What follows belongs to an exercise in optimizing a design on an open flow for small area and a short achievable clock period; a production flow would make more cautious choices.
The clock port is modelled as an ideal driver, which makes a skipped or thinned clock tree look cheaper than it is; a real chip needs a root buffer or a tree.
Power is estimated from default activity; no workload was simulated.

// fpadd
module fpadd(a,b,clk,out);
input [31:0] a,b;
input clk;
output [31:0] out;
reg [31:0] ra, rb;
reg ge_m, lt_x;
always @(posedge clk) begin
  ra <= a;
  rb <= b;
  ge_m <= a[30:23] >= b[30:23];
  lt_x <= a[30:23] < b[30:23];
end
wire [7:0] ex2;
wire [22:0] mx2;
wire [23:0] my2;
wire sg2, sx2;
cmpshift u_cmp(.clk(clk), .a(ra), .b(rb), .ge_m(ge_m), .lt_x(lt_x), .ex(ex2), .mx(mx2), .my(my2), .sg(sg2), .sx(sx2));
wire [23:0] t3;
wire [7:0] ex3;
wire sg3;
faddsub u_add(.clk(clk), .ex(ex2), .mx(mx2), .my(my2), .sg(sg2), .sx(sx2), .t(t3), .ex_o(ex3), .sg_o(sg3));
wire [23:0] t4;
wire [7:0] ex4;
wire sg4;
normalized u_norm(.clk(clk), .t(t3), .ex(ex3), .sg(sg3), .t_o(t4), .ex_o(ex4), .sg_o(sg4));
buffer2 u_out(.clk(clk), .t(t4), .ex(ex4), .sg(sg4), .q(out));
endmodule
clock: 13.0 ns
lec_check: 0
abc_area: 1
cap_margin: 20
core_margin: 2
core_utilization: 60
place_density: 0.7
slew_margin: 20
standard.sh (not shown) runs the stock make flow with config.mk's settings and CLKGATE_MAP_FILE= SYNTH_SCRIPT=/design/flow/synth_recipe.tcl, a recipe that flattens the netlist after the stock synthesis.
==> flow/flow/run.sh <==
#!/bin/bash
# Standard ORFS layout with three changes: plain buffers (not delay cells)
# on the ports (flow/place_hook.tcl); a two-level inverter clock tree in
# place of TritonCTS (flow/cts_hook.tcl); and timing repair asked to leave
# more setup slack than the clock needs, so that it buffers and sizes the
# slowest paths.
set -euo pipefail
here=$(pwd)
export PRE_GLOBAL_PLACE_TCL=$here/flow/place_hook.tcl
export SETUP_SLACK_MARGIN=9.6
export PRE_CTS_TCL=$here/flow/cts_hook.tcl
export MANTREE_LEAVES=9
bash standard.sh > standard.log 2>&1
==> flow/flow/cts_hook.tcl <==
# Sourced by ORFS's cts.tcl before it builds the clock tree: replaces
# TritonCTS with a two-level inverter tree (mantree.tcl), which has less
# insertion delay on a design this small.
source [file join [file dirname [info script]] mantree.tcl]
rename clock_tree_synthesis _tritoncts
proc clock_tree_synthesis {args} {
  mantree_build $::env(MANTREE_LEAVES) sky130_fd_sc_hd__clkinv_8 sky130_fd_sc_hd__clkinv_16
  global_connect
  set_propagated_clock [all_clocks]
}
==> flow/flow/mantree.tcl <==
# Build a two-level clock tree: one root buffer driving K leaf buffers,
# each leaf driving the flip-flops of one k-means cluster.
proc mantree_build {K leafcell rootcell} {
  set db [ord::get_db]
  set block [ord::get_db_block]
  set clknet [$block findNet clk]
  set sinks {}
  set xs {}; set ys {}
  foreach it [$clknet getITerms] {
    set inst [$it getInst]
    set bb [$inst getBBox]
    lappend sinks $it
    lappend xs [expr {([$bb xMin] + [$bb xMax]) / 2.0}]
    lappend ys [expr {([$bb yMin] + [$bb yMax]) / 2.0}]
  }
  set n [llength $sinks]
  # k-means, seeded by sorting along x then y in strips
  set idx [lsort -integer -command [list apply {{xs a b} {expr {[lindex $xs $a] < [lindex $xs $b] ? -1 : 1}}} $xs] [lrange [list_range $n] 0 end]]
  set cx {}; set cy {}
  for {set k 0} {$k < $K} {incr k} {
    set i [lindex $idx [expr {int(($k + 0.5) * $n / $K)}]]
    lappend cx [lindex $xs $i]; lappend cy [lindex $ys $i]
  }
  set cap [expr {int(ceil(1.0 * $n / $K)) + 2}]
  for {set iter 0} {$iter < 30} {incr iter} {
    # balanced assignment: greedy by distance with capacity
    set pairs {}
    for {set i 0} {$i < $n} {incr i} {
      for {set k 0} {$k < $K} {incr k} {
        set d [expr {abs([lindex $xs $i] - [lindex $cx $k]) + abs([lindex $ys $i] - [lindex $cy $k])}]
        lappend pairs [list $d $i $k]
      }
    }
    set pairs [lsort -real -index 0 $pairs]
    set asg [lrepeat $n -1]
    set cnt [lrepeat $K 0]
    foreach p $pairs {
      lassign $p d i k
      if {[lindex $asg $i] >= 0} continue
      if {[lindex $cnt $k] >= $cap} continue
      lset asg $i $k
      lset cnt $k [expr {[lindex $cnt $k] + 1}]
    }
    set sx [lrepeat $K 0.0]; set sy [lrepeat $K 0.0]
    for {set i 0} {$i < $n} {incr i} {
      set k [lindex $asg $i]
      lset sx $k [expr {[lindex $sx $k] + [lindex $xs $i]}]
      lset sy $k [expr {[lindex $sy $k] + [lindex $ys $i]}]
    }
    for {set k 0} {$k < $K} {incr k} {
      if {[lindex $cnt $k] > 0} {
        lset cx $k [expr {[lindex $sx $k] / [lindex $cnt $k]}]
        lset cy $k [expr {[lindex $sy $k] / [lindex $cnt $k]}]
      }
    }
  }
  set leafm [$db findMaster $leafcell]
  set rootm [$db findMaster $rootcell]
  # root at the centroid of the leaves
  set rx 0.0; set ry 0.0
  for {set k 0} {$k < $K} {incr k} { set rx [expr {$rx + [lindex $cx $k]}]; set ry [expr {$ry + [lindex $cy $k]}] }
  set rx [expr {int($rx / $K)}]; set ry [expr {int($ry / $K)}]
  set root [odb::dbInst_create $block $rootm "clkroot"]
  $root setLocation $rx $ry
  $root setPlacementStatus PLACED
  set rnet [odb::dbNet_create $block "clknet_root"]
  $rnet setSigType CLOCK
  set leafnets {}
  for {set k 0} {$k < $K} {incr k} {
    set b [odb::dbInst_create $block $leafm "clkleaf_$k"]
    $b setLocation [expr {int([lindex $cx $k])}] [expr {int([lindex $cy $k])}]
    $b setPlacementStatus PLACED
    set ln [odb::dbNet_create $block "clknet_leaf_$k"]
    $ln setSigType CLOCK
    [$b findITerm A] connect $rnet
    [mantree_out $b] connect $ln
    lappend leafnets $ln
  }
  for {set i 0} {$i < $n} {incr i} {
    set it [lindex $sinks $i]
    $it disconnect
    $it connect [lindex $leafnets [lindex $asg $i]]
  }
  [$root findITerm A] connect $clknet
  [mantree_out $root] connect $rnet
  puts "mantree: $n sinks, $K leaves, counts $cnt"
}
proc list_range {n} { set l {}; for {set i 0} {$i < $n} {incr i} { lappend l $i }; return $l }
proc mantree_out {inst} {
  set it [$inst findITerm X]
  if {$it eq "NULL" || $it eq ""} { set it [$inst findITerm Y] }
  return $it
}
Other scripts of this flow, unchanged in this note and not shown: flow/flow/place_hook.tcl
Rerun with:
--- a/flow/flow/run.sh
+++ b/flow/flow/run.sh
@@ -8,6 +8,7 @@
 here=$(pwd)
 export PRE_GLOBAL_PLACE_TCL=$here/flow/place_hook.tcl
-export SETUP_SLACK_MARGIN=9.6
+export SETUP_SLACK_MARGIN=9.8
 export PRE_CTS_TCL=$here/flow/cts_hook.tcl
-export MANTREE_LEAVES=9
+export MANTREE_LEAVES=12
+export MANTREE_ROOTS=4
 bash standard.sh > standard.log 2>&1
--- a/flow/flow/mantree.tcl
+++ b/flow/flow/mantree.tcl
@@ -61,9 +61,23 @@
   for {set k 0} {$k < $K} {incr k} { set rx [expr {$rx + [lindex $cx $k]}]; set ry [expr {$ry + [lindex $cy $k]}] }
   set rx [expr {int($rx / $K)}]; set ry [expr {int($ry / $K)}]
-  set root [odb::dbInst_create $block $rootm "clkroot"]
-  $root setLocation $rx $ry
-  $root setPlacementStatus PLACED
-  set rnet [odb::dbNet_create $block "clknet_root"]
-  $rnet setSigType CLOCK
+  # R roots, each driving the leaves nearest to it (leaves split by k-means
+  # on their own positions); the clock port drives the R roots
+  set R $::env(MANTREE_ROOTS)
+  set lasg [mantree_kmeans $cx $cy $R]
+  set roots {}
+  set rnets {}
+  for {set r 0} {$r < $R} {incr r} {
+    set sx 0.0; set sy 0.0; set c 0
+    for {set k 0} {$k < $K} {incr k} {
+      if {[lindex $lasg $k] == $r} { set sx [expr {$sx + [lindex $cx $k]}]; set sy [expr {$sy + [lindex $cy $k]}]; incr c }
+    }
+    set root [odb::dbInst_create $block $rootm "clkroot_$r"]
+    $root setLocation [expr {int($sx / max($c,1))}] [expr {int($sy / max($c,1))}]
+    $root setPlacementStatus PLACED
+    set rnet [odb::dbNet_create $block "clknet_root_$r"]
+    $rnet setSigType CLOCK
+    lappend roots $root
+    lappend rnets $rnet
+  }
   set leafnets {}
   for {set k 0} {$k < $K} {incr k} {
@@ -73,5 +87,5 @@
     set ln [odb::dbNet_create $block "clknet_leaf_$k"]
     $ln setSigType CLOCK
-    [$b findITerm A] connect $rnet
+    [$b findITerm A] connect [lindex $rnets [lindex $lasg $k]]
     [mantree_out $b] connect $ln
     lappend leafnets $ln
@@ -82,6 +96,8 @@
     $it connect [lindex $leafnets [lindex $asg $i]]
   }
-  [$root findITerm A] connect $clknet
-  [mantree_out $root] connect $rnet
+  foreach root $roots rnet $rnets {
+    [$root findITerm A] connect $clknet
+    [mantree_out $root] connect $rnet
+  }
   puts "mantree: $n sinks, $K leaves, counts $cnt"
 }
@@ -92,2 +108,31 @@
   return $it
 }
+# k-means of points (xs, ys) into K groups, seeded along x; returns the group of each point
+proc mantree_kmeans {xs ys K} {
+  set n [llength $xs]
+  set idx [lsort -integer -command [list apply {{xs a b} {expr {[lindex $xs $a] < [lindex $xs $b] ? -1 : 1}}} $xs] [list_range $n]]
+  set cx {}; set cy {}
+  for {set k 0} {$k < $K} {incr k} {
+    set i [lindex $idx [expr {int(($k + 0.5) * $n / $K)}]]
+    lappend cx [lindex $xs $i]; lappend cy [lindex $ys $i]
+  }
+  set asg [lrepeat $n 0]
+  for {set iter 0} {$iter < 20} {incr iter} {
+    for {set i 0} {$i < $n} {incr i} {
+      set best 0; set bd 1e30
+      for {set k 0} {$k < $K} {incr k} {
+        set d [expr {abs([lindex $xs $i] - [lindex $cx $k]) + abs([lindex $ys $i] - [lindex $cy $k])}]
+        if {$d < $bd} { set bd $d; set best $k }
+      }
+      lset asg $i $best
+    }
+    for {set k 0} {$k < $K} {incr k} {
+      set sx 0.0; set sy 0.0; set c 0
+      for {set i 0} {$i < $n} {incr i} {
+        if {[lindex $asg $i] == $k} { set sx [expr {$sx + [lindex $xs $i]}]; set sy [expr {$sy + [lindex $ys $i]}]; incr c }
+      }
+      if {$c > 0} { lset cx $k [expr {$sx / $c}]; lset cy $k [expr {$sy / $c}] }
+    }
+  }
+  return $asg
+}
Setup slack gains 0.059 ns.
Total power went up by 3.9%.
Cell count went up by 0.98%.
Cell area went up by 3.9%.
Sequential power hardly moves.
Routed wire length went up by 0.56%.
Rerun with:
--- a/flow/flow/run.sh
+++ b/flow/flow/run.sh
@@ -8,7 +8,6 @@
 here=$(pwd)
 export PRE_GLOBAL_PLACE_TCL=$here/flow/place_hook.tcl
-export SETUP_SLACK_MARGIN=9.8
+export SETUP_SLACK_MARGIN=9.6
 export PRE_CTS_TCL=$here/flow/cts_hook.tcl
 export MANTREE_LEAVES=12
-export MANTREE_ROOTS=4
 bash standard.sh > standard.log 2>&1
--- a/flow/flow/mantree.tcl
+++ b/flow/flow/mantree.tcl
@@ -61,23 +61,9 @@
   for {set k 0} {$k < $K} {incr k} { set rx [expr {$rx + [lindex $cx $k]}]; set ry [expr {$ry + [lindex $cy $k]}] }
   set rx [expr {int($rx / $K)}]; set ry [expr {int($ry / $K)}]
-  # R roots, each driving the leaves nearest to it (leaves split by k-means
-  # on their own positions); the clock port drives the R roots
-  set R $::env(MANTREE_ROOTS)
-  set lasg [mantree_kmeans $cx $cy $R]
-  set roots {}
-  set rnets {}
-  for {set r 0} {$r < $R} {incr r} {
-    set sx 0.0; set sy 0.0; set c 0
-    for {set k 0} {$k < $K} {incr k} {
-      if {[lindex $lasg $k] == $r} { set sx [expr {$sx + [lindex $cx $k]}]; set sy [expr {$sy + [lindex $cy $k]}]; incr c }
-    }
-    set root [odb::dbInst_create $block $rootm "clkroot_$r"]
-    $root setLocation [expr {int($sx / max($c,1))}] [expr {int($sy / max($c,1))}]
-    $root setPlacementStatus PLACED
-    set rnet [odb::dbNet_create $block "clknet_root_$r"]
-    $rnet setSigType CLOCK
-    lappend roots $root
-    lappend rnets $rnet
-  }
+  set root [odb::dbInst_create $block $rootm "clkroot"]
+  $root setLocation $rx $ry
+  $root setPlacementStatus PLACED
+  set rnet [odb::dbNet_create $block "clknet_root"]
+  $rnet setSigType CLOCK
   set leafnets {}
   for {set k 0} {$k < $K} {incr k} {
@@ -87,5 +73,5 @@
     set ln [odb::dbNet_create $block "clknet_leaf_$k"]
     $ln setSigType CLOCK
-    [$b findITerm A] connect [lindex $rnets [lindex $lasg $k]]
+    [$b findITerm A] connect $rnet
     [mantree_out $b] connect $ln
     lappend leafnets $ln
@@ -96,8 +82,6 @@
     $it connect [lindex $leafnets [lindex $asg $i]]
   }
-  foreach root $roots rnet $rnets {
-    [$root findITerm A] connect $clknet
-    [mantree_out $root] connect $rnet
-  }
+  [$root findITerm A] connect $clknet
+  [mantree_out $root] connect $rnet
   puts "mantree: $n sinks, $K leaves, counts $cnt"
 }
@@ -108,31 +92,2 @@
   return $it
 }
-# k-means of points (xs, ys) into K groups, seeded along x; returns the group of each point
-proc mantree_kmeans {xs ys K} {
-  set n [llength $xs]
-  set idx [lsort -integer -command [list apply {{xs a b} {expr {[lindex $xs $a] < [lindex $xs $b] ? -1 : 1}}} $xs] [list_range $n]]
-  set cx {}; set cy {}
-  for {set k 0} {$k < $K} {incr k} {
-    set i [lindex $idx [expr {int(($k + 0.5) * $n / $K)}]]
-    lappend cx [lindex $xs $i]; lappend cy [lindex $ys $i]
-  }
-  set asg [lrepeat $n 0]
-  for {set iter 0} {$iter < 20} {incr iter} {
-    for {set i 0} {$i < $n} {incr i} {
-      set best 0; set bd 1e30
-      for {set k 0} {$k < $K} {incr k} {
-        set d [expr {abs([lindex $xs $i] - [lindex $cx $k]) + abs([lindex $ys $i] - [lindex $cy $k])}]
-        if {$d < $bd} { set bd $d; set best $k }
-      }
-      lset asg $i $best
-    }
-    for {set k 0} {$k < $K} {incr k} {
-      set sx 0.0; set sy 0.0; set c 0
-      for {set i 0} {$i < $n} {incr i} {
-        if {[lindex $asg $i] == $k} { set sx [expr {$sx + [lindex $xs $i]}]; set sy [expr {$sy + [lindex $ys $i]}]; incr c }
-      }
-      if {$c > 0} { lset cx $k [expr {$sx / $c}]; lset cy $k [expr {$sy / $c}] }
-    }
-  }
-  return $asg
-}
The changed run finished with timing, DRC and antenna clean.
Die area stays the same.
Setup slack gets worse by 0.053 ns.
Total power fell by 2.5%.
Routed wire length decreases by 0.89%.
Clock power shrinks by about 6%.
Combinational power went down by 4.4%.
Synthesized area stays the same.
Synthesized cell count stays the same.
Rerun with:
--- a/flow/flow/run.sh
+++ b/flow/flow/run.sh
@@ -8,6 +8,7 @@
 here=$(pwd)
 export PRE_GLOBAL_PLACE_TCL=$here/flow/place_hook.tcl
-export SETUP_SLACK_MARGIN=9.6
+export SETUP_SLACK_MARGIN=9.7
 export PRE_CTS_TCL=$here/flow/cts_hook.tcl
 export MANTREE_LEAVES=12
+export MANTREE_ROOTS=2
 bash standard.sh > standard.log 2>&1
--- a/flow/flow/mantree.tcl
+++ b/flow/flow/mantree.tcl
@@ -61,9 +61,23 @@
   for {set k 0} {$k < $K} {incr k} { set rx [expr {$rx + [lindex $cx $k]}]; set ry [expr {$ry + [lindex $cy $k]}] }
   set rx [expr {int($rx / $K)}]; set ry [expr {int($ry / $K)}]
-  set root [odb::dbInst_create $block $rootm "clkroot"]
-  $root setLocation $rx $ry
-  $root setPlacementStatus PLACED
-  set rnet [odb::dbNet_create $block "clknet_root"]
-  $rnet setSigType CLOCK
+  # R roots, each driving the leaves nearest to it (leaves split by k-means
+  # on their own positions); the clock port drives the R roots
+  set R $::env(MANTREE_ROOTS)
+  set lasg [mantree_kmeans $cx $cy $R]
+  set roots {}
+  set rnets {}
+  for {set r 0} {$r < $R} {incr r} {
+    set sx 0.0; set sy 0.0; set c 0
+    for {set k 0} {$k < $K} {incr k} {
+      if {[lindex $lasg $k] == $r} { set sx [expr {$sx + [lindex $cx $k]}]; set sy [expr {$sy + [lindex $cy $k]}]; incr c }
+    }
+    set root [odb::dbInst_create $block $rootm "clkroot_$r"]
+    $root setLocation [expr {int($sx / max($c,1))}] [expr {int($sy / max($c,1))}]
+    $root setPlacementStatus PLACED
+    set rnet [odb::dbNet_create $block "clknet_root_$r"]
+    $rnet setSigType CLOCK
+    lappend roots $root
+    lappend rnets $rnet
+  }
   set leafnets {}
   for {set k 0} {$k < $K} {incr k} {
@@ -73,5 +87,5 @@
     set ln [odb::dbNet_create $block "clknet_leaf_$k"]
     $ln setSigType CLOCK
-    [$b findITerm A] connect $rnet
+    [$b findITerm A] connect [lindex $rnets [lindex $lasg $k]]
     [mantree_out $b] connect $ln
     lappend leafnets $ln
@@ -82,6 +96,8 @@
     $it connect [lindex $leafnets [lindex $asg $i]]
   }
-  [$root findITerm A] connect $clknet
-  [mantree_out $root] connect $rnet
+  foreach root $roots rnet $rnets {
+    [$root findITerm A] connect $clknet
+    [mantree_out $root] connect $rnet
+  }
   puts "mantree: $n sinks, $K leaves, counts $cnt"
 }
@@ -92,2 +108,31 @@
   return $it
 }
+# k-means of points (xs, ys) into K groups, seeded along x; returns the group of each point
+proc mantree_kmeans {xs ys K} {
+  set n [llength $xs]
+  set idx [lsort -integer -command [list apply {{xs a b} {expr {[lindex $xs $a] < [lindex $xs $b] ? -1 : 1}}} $xs] [list_range $n]]
+  set cx {}; set cy {}
+  for {set k 0} {$k < $K} {incr k} {
+    set i [lindex $idx [expr {int(($k + 0.5) * $n / $K)}]]
+    lappend cx [lindex $xs $i]; lappend cy [lindex $ys $i]
+  }
+  set asg [lrepeat $n 0]
+  for {set iter 0} {$iter < 20} {incr iter} {
+    for {set i 0} {$i < $n} {incr i} {
+      set best 0; set bd 1e30
+      for {set k 0} {$k < $K} {incr k} {
+        set d [expr {abs([lindex $xs $i] - [lindex $cx $k]) + abs([lindex $ys $i] - [lindex $cy $k])}]
+        if {$d < $bd} { set bd $d; set best $k }
+      }
+      lset asg $i $best
+    }
+    for {set k 0} {$k < $K} {incr k} {
+      set sx 0.0; set sy 0.0; set c 0
+      for {set i 0} {$i < $n} {incr i} {
+        if {[lindex $asg $i] == $k} { set sx [expr {$sx + [lindex $xs $i]}]; set sy [expr {$sy + [lindex $ys $i]}]; incr c }
+      }
+      if {$c > 0} { lset cx $k [expr {$sx / $c}]; lset cy $k [expr {$sy / $c}] }
+    }
+  }
+  return $asg
+}
Result:
- clock skew went up by 0.027 ns
- combinational power is higher by 4.2%
- core utilization grows by 1.8 points
Rerun with:
--- a/flow/flow/run.sh
+++ b/flow/flow/run.sh
@@ -8,7 +8,6 @@
 here=$(pwd)
 export PRE_GLOBAL_PLACE_TCL=$here/flow/place_hook.tcl
-export SETUP_SLACK_MARGIN=9.7
+export SETUP_SLACK_MARGIN=9.6
 export PRE_CTS_TCL=$here/flow/cts_hook.tcl
-export MANTREE_LEAVES=12
-export MANTREE_ROOTS=2
+export MANTREE_LEAVES=10
 bash standard.sh > standard.log 2>&1
--- a/flow/flow/mantree.tcl
+++ b/flow/flow/mantree.tcl
@@ -61,23 +61,9 @@
   for {set k 0} {$k < $K} {incr k} { set rx [expr {$rx + [lindex $cx $k]}]; set ry [expr {$ry + [lindex $cy $k]}] }
   set rx [expr {int($rx / $K)}]; set ry [expr {int($ry / $K)}]
-  # R roots, each driving the leaves nearest to it (leaves split by k-means
-  # on their own positions); the clock port drives the R roots
-  set R $::env(MANTREE_ROOTS)
-  set lasg [mantree_kmeans $cx $cy $R]
-  set roots {}
-  set rnets {}
-  for {set r 0} {$r < $R} {incr r} {
-    set sx 0.0; set sy 0.0; set c 0
-    for {set k 0} {$k < $K} {incr k} {
-      if {[lindex $lasg $k] == $r} { set sx [expr {$sx + [lindex $cx $k]}]; set sy [expr {$sy + [lindex $cy $k]}]; incr c }
-    }
-    set root [odb::dbInst_create $block $rootm "clkroot_$r"]
-    $root setLocation [expr {int($sx / max($c,1))}] [expr {int($sy / max($c,1))}]
-    $root setPlacementStatus PLACED
-    set rnet [odb::dbNet_create $block "clknet_root_$r"]
-    $rnet setSigType CLOCK
-    lappend roots $root
-    lappend rnets $rnet
-  }
+  set root [odb::dbInst_create $block $rootm "clkroot"]
+  $root setLocation $rx $ry
+  $root setPlacementStatus PLACED
+  set rnet [odb::dbNet_create $block "clknet_root"]
+  $rnet setSigType CLOCK
   set leafnets {}
   for {set k 0} {$k < $K} {incr k} {
@@ -87,5 +73,5 @@
     set ln [odb::dbNet_create $block "clknet_leaf_$k"]
     $ln setSigType CLOCK
-    [$b findITerm A] connect [lindex $rnets [lindex $lasg $k]]
+    [$b findITerm A] connect $rnet
     [mantree_out $b] connect $ln
     lappend leafnets $ln
@@ -96,8 +82,6 @@
     $it connect [lindex $leafnets [lindex $asg $i]]
   }
-  foreach root $roots rnet $rnets {
-    [$root findITerm A] connect $clknet
-    [mantree_out $root] connect $rnet
-  }
+  [$root findITerm A] connect $clknet
+  [mantree_out $root] connect $rnet
   puts "mantree: $n sinks, $K leaves, counts $cnt"
 }
@@ -108,31 +92,2 @@
   return $it
 }
-# k-means of points (xs, ys) into K groups, seeded along x; returns the group of each point
-proc mantree_kmeans {xs ys K} {
-  set n [llength $xs]
-  set idx [lsort -integer -command [list apply {{xs a b} {expr {[lindex $xs $a] < [lindex $xs $b] ? -1 : 1}}} $xs] [list_range $n]]
-  set cx {}; set cy {}
-  for {set k 0} {$k < $K} {incr k} {
-    set i [lindex $idx [expr {int(($k + 0.5) * $n / $K)}]]
-    lappend cx [lindex $xs $i]; lappend cy [lindex $ys $i]
-  }
-  set asg [lrepeat $n 0]
-  for {set iter 0} {$iter < 20} {incr iter} {
-    for {set i 0} {$i < $n} {incr i} {
-      set best 0; set bd 1e30
-      for {set k 0} {$k < $K} {incr k} {
-        set d [expr {abs([lindex $xs $i] - [lindex $cx $k]) + abs([lindex $ys $i] - [lindex $cy $k])}]
-        if {$d < $bd} { set bd $d; set best $k }
-      }
-      lset asg $i $best
-    }
-    for {set k 0} {$k < $K} {incr k} {
-      set sx 0.0; set sy 0.0; set c 0
-      for {set i 0} {$i < $n} {incr i} {
-        if {[lindex $asg $i] == $k} { set sx [expr {$sx + [lindex $xs $i]}]; set sy [expr {$sy + [lindex $ys $i]}]; incr c }
-      }
-      if {$c > 0} { lset cx $k [expr {$sx / $c}]; lset cy $k [expr {$sy / $c}] }
-    }
-  }
-  return $asg
-}
Outcome: The changed run produced a clean layout. Synthesized area stays the same. Final cell count goes down by 0.97%. Sequential cell count does not change. Cell area goes down by about 3%. Routed wire length goes down by 3.3%. Clock power goes down by 9.7%. Die area stays the same. Global-route usage goes down by 0.68 points.
Rerun with:
--- a/flow/flow/run.sh
+++ b/flow/flow/run.sh
@@ -8,6 +8,7 @@
 here=$(pwd)
 export PRE_GLOBAL_PLACE_TCL=$here/flow/place_hook.tcl
-export SETUP_SLACK_MARGIN=9.6
+export SETUP_SLACK_MARGIN=9.65
 export PRE_CTS_TCL=$here/flow/cts_hook.tcl
-export MANTREE_LEAVES=10
+export MANTREE_LEAVES=12
+export MANTREE_ROOTS=2
 bash standard.sh > standard.log 2>&1
--- a/flow/flow/mantree.tcl
+++ b/flow/flow/mantree.tcl
@@ -61,9 +61,23 @@
   for {set k 0} {$k < $K} {incr k} { set rx [expr {$rx + [lindex $cx $k]}]; set ry [expr {$ry + [lindex $cy $k]}] }
   set rx [expr {int($rx / $K)}]; set ry [expr {int($ry / $K)}]
-  set root [odb::dbInst_create $block $rootm "clkroot"]
-  $root setLocation $rx $ry
-  $root setPlacementStatus PLACED
-  set rnet [odb::dbNet_create $block "clknet_root"]
-  $rnet setSigType CLOCK
+  # R roots, each driving the leaves nearest to it (leaves split by k-means
+  # on their own positions); the clock port drives the R roots
+  set R $::env(MANTREE_ROOTS)
+  set lasg [mantree_kmeans $cx $cy $R]
+  set roots {}
+  set rnets {}
+  for {set r 0} {$r < $R} {incr r} {
+    set sx 0.0; set sy 0.0; set c 0
+    for {set k 0} {$k < $K} {incr k} {
+      if {[lindex $lasg $k] == $r} { set sx [expr {$sx + [lindex $cx $k]}]; set sy [expr {$sy + [lindex $cy $k]}]; incr c }
+    }
+    set root [odb::dbInst_create $block $rootm "clkroot_$r"]
+    $root setLocation [expr {int($sx / max($c,1))}] [expr {int($sy / max($c,1))}]
+    $root setPlacementStatus PLACED
+    set rnet [odb::dbNet_create $block "clknet_root_$r"]
+    $rnet setSigType CLOCK
+    lappend roots $root
+    lappend rnets $rnet
+  }
   set leafnets {}
   for {set k 0} {$k < $K} {incr k} {
@@ -73,5 +87,5 @@
     set ln [odb::dbNet_create $block "clknet_leaf_$k"]
     $ln setSigType CLOCK
-    [$b findITerm A] connect $rnet
+    [$b findITerm A] connect [lindex $rnets [lindex $lasg $k]]
     [mantree_out $b] connect $ln
     lappend leafnets $ln
@@ -82,6 +96,8 @@
     $it connect [lindex $leafnets [lindex $asg $i]]
   }
-  [$root findITerm A] connect $clknet
-  [mantree_out $root] connect $rnet
+  foreach root $roots rnet $rnets {
+    [$root findITerm A] connect $clknet
+    [mantree_out $root] connect $rnet
+  }
   puts "mantree: $n sinks, $K leaves, counts $cnt"
 }
@@ -92,2 +108,31 @@
   return $it
 }
+# k-means of points (xs, ys) into K groups, seeded along x; returns the group of each point
+proc mantree_kmeans {xs ys K} {
+  set n [llength $xs]
+  set idx [lsort -integer -command [list apply {{xs a b} {expr {[lindex $xs $a] < [lindex $xs $b] ? -1 : 1}}} $xs] [list_range $n]]
+  set cx {}; set cy {}
+  for {set k 0} {$k < $K} {incr k} {
+    set i [lindex $idx [expr {int(($k + 0.5) * $n / $K)}]]
+    lappend cx [lindex $xs $i]; lappend cy [lindex $ys $i]
+  }
+  set asg [lrepeat $n 0]
+  for {set iter 0} {$iter < 20} {incr iter} {
+    for {set i 0} {$i < $n} {incr i} {
+      set best 0; set bd 1e30
+      for {set k 0} {$k < $K} {incr k} {
+        set d [expr {abs([lindex $xs $i] - [lindex $cx $k]) + abs([lindex $ys $i] - [lindex $cy $k])}]
+        if {$d < $bd} { set bd $d; set best $k }
+      }
+      lset asg $i $best
+    }
+    for {set k 0} {$k < $K} {incr k} {
+      set sx 0.0; set sy 0.0; set c 0
+      for {set i 0} {$i < $n} {incr i} {
+        if {[lindex $asg $i] == $k} { set sx [expr {$sx + [lindex $xs $i]}]; set sy [expr {$sy + [lindex $ys $i]}]; incr c }
+      }
+      if {$c > 0} { lset cx $k [expr {$sx / $c}]; lset cy $k [expr {$sy / $c}] }
+    }
+  }
+  return $asg
+}
- The changed run finished clean
- synthesized area is unchanged
- cell count rises slightly
- sequential share of layout area went down by 0.70 points
- wire length came out higher slightly
- sequential cell count stays the same
- critical path depth went up by 6
- via count is higher slightly
No functional check of the RTL was part of any run of this note. In every run of this note, the design's own scripts or RTL, not TritonCTS, make the clock network.

## afterwards: timing with drivers on the ports
The results above use ideal ports. As a check the final layouts listed here were re-extracted and re-timed, cells and wires unchanged.
Step 1 (the two cells are an assumption about what drives the block):
set clk [get_ports {clk}]
set_driving_cell -lib_cell sky130_fd_sc_hd__clkbuf_16 $clk
set_driving_cell -lib_cell sky130_fd_sc_hd__buf_2 [delete_from_list [all_inputs] $clk]
Step 2 adds t to the input delays and takes it off the output delays; t is the mean of the earliest and latest rising clock arrival at the registers after step 1. Input paths then give back, and output paths get back, about the clock's delay inside the block.
a / b / c = ideal ports / drivers / drivers and shift; a / b = the first two.
run	shift t [ns]	slack for setup (ns)	hold WS [ns]	clock arrival spread, ns
the first run	0.338	9.639 / 9.564 / 9.435	0.335 / 0.335 / 0.335	0.028 / 0.028
the second run	0.353	9.698 / 9.614 / 9.525	0.328 / 0.328 / 0.328	0.050 / 0.059
the third run	0.369	9.645 / 9.568 / 9.415	0.319 / 0.319 / 0.319	0.032 / 0.032
the fourth run	0.317	9.673 / 9.615 / 9.428	0.327 / 0.327 / 0.327	0.059 / 0.059
the fifth run	0.345	9.657 / 9.582 / 9.427	0.334 / 0.334 / 0.334	0.019 / 0.019
the sixth run	0.322	9.667 / 9.615 / 9.444	0.327 / 0.327 / 0.327	0.019 / 0.019
After both steps every run listed still meets setup and hold. For the fourth run, which loses most, drivers alone change the setup slack by -0.058 ns; drivers and shift together by -0.245 ns.
